What follows belongs to an exercise in optimizing a design on an open flow for small area and a short achievable clock period; a production flow would make more cautious choices. Power is estimated from default activity; no workload was simulated.

==> run A: inputs <==
## FSA
module FSA(clk, rst, Multiplicand, Multiplier, Result);
  input clk, rst;
  input [11:0] Multiplicand;
  input [11:0] Multiplier;
  output reg [23:0] Result;
  wire pp1;
  wire pp2;
  wire pp3;
  wire pp4;
  wire pp5;
  wire pp6;
  wire pp7;
  wire pp8;
  wire pp9;
  wire pp10;
  wire pp11;
  wire pp12;
  wire pp13;
  wire pp14;
  wire pp15;
  wire pp16;
  wire pp17;
  wire pp18;
  wire pp19;
  wire pp20;
  wire pp21;
  wire pp22;
  wire pp23;
  wire pp24;
  wire pp25;
  wire pp26;
  wire pp27;
  wire pp28;
  wire pp29;
  wire pp30;
  wire pp31;
  wire pp32;
  wire pp33;
  wire pp34;
  wire pp35;
  wire pp36;
  wire pp37;
  wire pp38;
  wire pp39;
  wire pp40;
  wire pp41;
  wire pp42;
  wire pp43;
  wire pp44;
  wire pp45;
  wire pp46;
  wire pp47;
  wire pp48;
  wire pp49;
  wire pp50;
  wire pp51;
  wire pp52;
  wire pp53;
  wire pp54;
  wire pp55;
  wire pp56;
  wire pp57;
  wire pp58;
  wire pp59;
  wire pp60;
  wire pp61;
  wire pp62;
  wire pp63;
  wire pp64;
  wire pp65;
  wire pp66;
  wire pp67;
  wire pp68;
  wire pp69;
  wire pp70;
  wire pp71;
  wire pp72;
  wire pp73;
  wire pp74;
  wire pp75;
  wire pp76;
  wire pp77;
  wire pp78;
  wire pp79;
  wire pp80;
  wire pp81;
  wire pp82;
  wire pp83;
  wire pp84;
  wire pp85;
  wire pp86;
  wire pp87;
  wire pp88;
  wire pp89;
  wire pp90;
  wire pp91;
  wire pp92;
  wire pp93;
  wire pp94;
  wire pp95;
  wire pp96;
  wire pp97;
  wire pp98;
  wire pp99;
  wire pp100;
  wire pp101;
  wire pp102;
  wire pp103;
  wire pp104;
  wire pp105;
  wire pp106;
  wire pp107;
  wire pp108;
  wire pp109;
  wire pp110;
  wire pp111;
  wire pp112;
  wire pp113;
  wire pp114;
  wire pp115;
  wire pp116;
  wire pp117;
  wire pp118;
  wire pp119;
  wire pp120;
  wire pp121;
  wire pp122;
  wire pp123;
  wire pp124;
  wire pp125;
  wire pp126;
  wire pp127;
  wire pp128;
  wire pp129;
  wire pp130;
  wire pp131;
  wire pp132;
  wire pp133;
  wire pp134;
  wire pp135;
  wire pp136;
  wire pp137;
  wire pp138;
  wire pp139;
  wire pp140;
  wire pp141;
  wire pp142;
  wire pp143;
  wire pp144;
  wire s145;
  wire c146;
  wire s147;
  wire c148;
  wire s149;
  wire c150;
  ...
Settings: LEC_CHECK=0, CAP_MARGIN=20, CORE_MARGIN=2, CORE_UTILIZATION=40, SETUP_SLACK_MARGIN=3, SLEW_MARGIN=20, SYNTH_HIERARCHICAL=1; clock period 10.0 ns.
run.sh (not shown) runs the stock make flow with config.mk's settings and CLKGATE_MAP_FILE= SYNTH_SCRIPT=/design/flow/synth_recipe.tcl, a recipe that flattens the netlist after the stock synthesis.
==> run F (differences from run A) <==
SETUP_SLACK_MARGIN = 4.5   (was 3)
==> run G (differences from run A) <==
SETUP_SLACK_MARGIN = default   (was 3)
==> comparison <==
Against run G, the combinational power of run F is higher by about 56%. In sequential power, run G and run A hardly differ. Between run G and run A, the lower final area is in run G (gap 0.66%, measured against run A). Die area is the same in run A and run G. Synthesized cell count is the same in run A and run G.
==> figures <==
item                                                      run A          run F          run G
Result of the run              no timing/DRC/antenna violations  no timing/DRC/antenna violations  no timing/DRC/antenna violations
Via Count                                                  3149           3265           3157
Critical path launch point                      Multiplicand[2]  Multiplier[4]  Multiplier[7]
Number of fillers in the final layout                      1090           1034           1094
Clock network power                                  0.000112 W    0.0000833 W     0.000112 W
Clock period minus worst slack                          6.73 ns        6.13 ns        7.09 ns
Final HPWL from detailed placement                      8.76 mm        8.84 mm        8.76 mm
ClkCell Share                                            0.0198         0.0127         0.0199
Power after layout                                    0.00143 W      0.00206 W      0.00143 W
Number of cells upsized or downsized after cts                7            179              0
Ratio of final minimum period to clock period             0.673          0.613          0.709
Post-place setup slack                                  2.67 ns        2.84 ns        2.67 ns
Function was not checked in any run of this note: the RTL went through the layout flow alone.

==> re-timing with driven ports <==
The results above use ideal ports. As a check the final layouts listed here were re-extracted and re-timed, cells and wires unchanged.
Step 1 (the two cells are an assumption about what drives the block):
set clk [get_ports {clk}]
set_driving_cell -lib_cell sky130_fd_sc_hd__clkbuf_16 $clk
set_driving_cell -lib_cell sky130_fd_sc_hd__buf_2 [delete_from_list [all_inputs] $clk]
Step 2 also shifts input and output timing later by t, the mid clock arrival at the registers, as if the neighbouring blocks saw the same clock.
Three values: ideal ports, drivers, drivers and shift; two values: the first two.
run	t, ns	setup WS [ns]	worst setup path at the end	worst data-port slew with drivers (ns)
run A	0.284	3.275 / 3.280 / 2.996	input to register	0.04
run F	0.282	3.866 / 3.834 / 3.551	input to register	0.11
run G	0.284	2.909 / 2.914 / 2.630	input to register	0.04
After both steps setup and hold are still met in every run listed. For run F, which loses most, drivers alone change the setup slack by -0.032 ns; drivers and shift together by -0.315 ns.
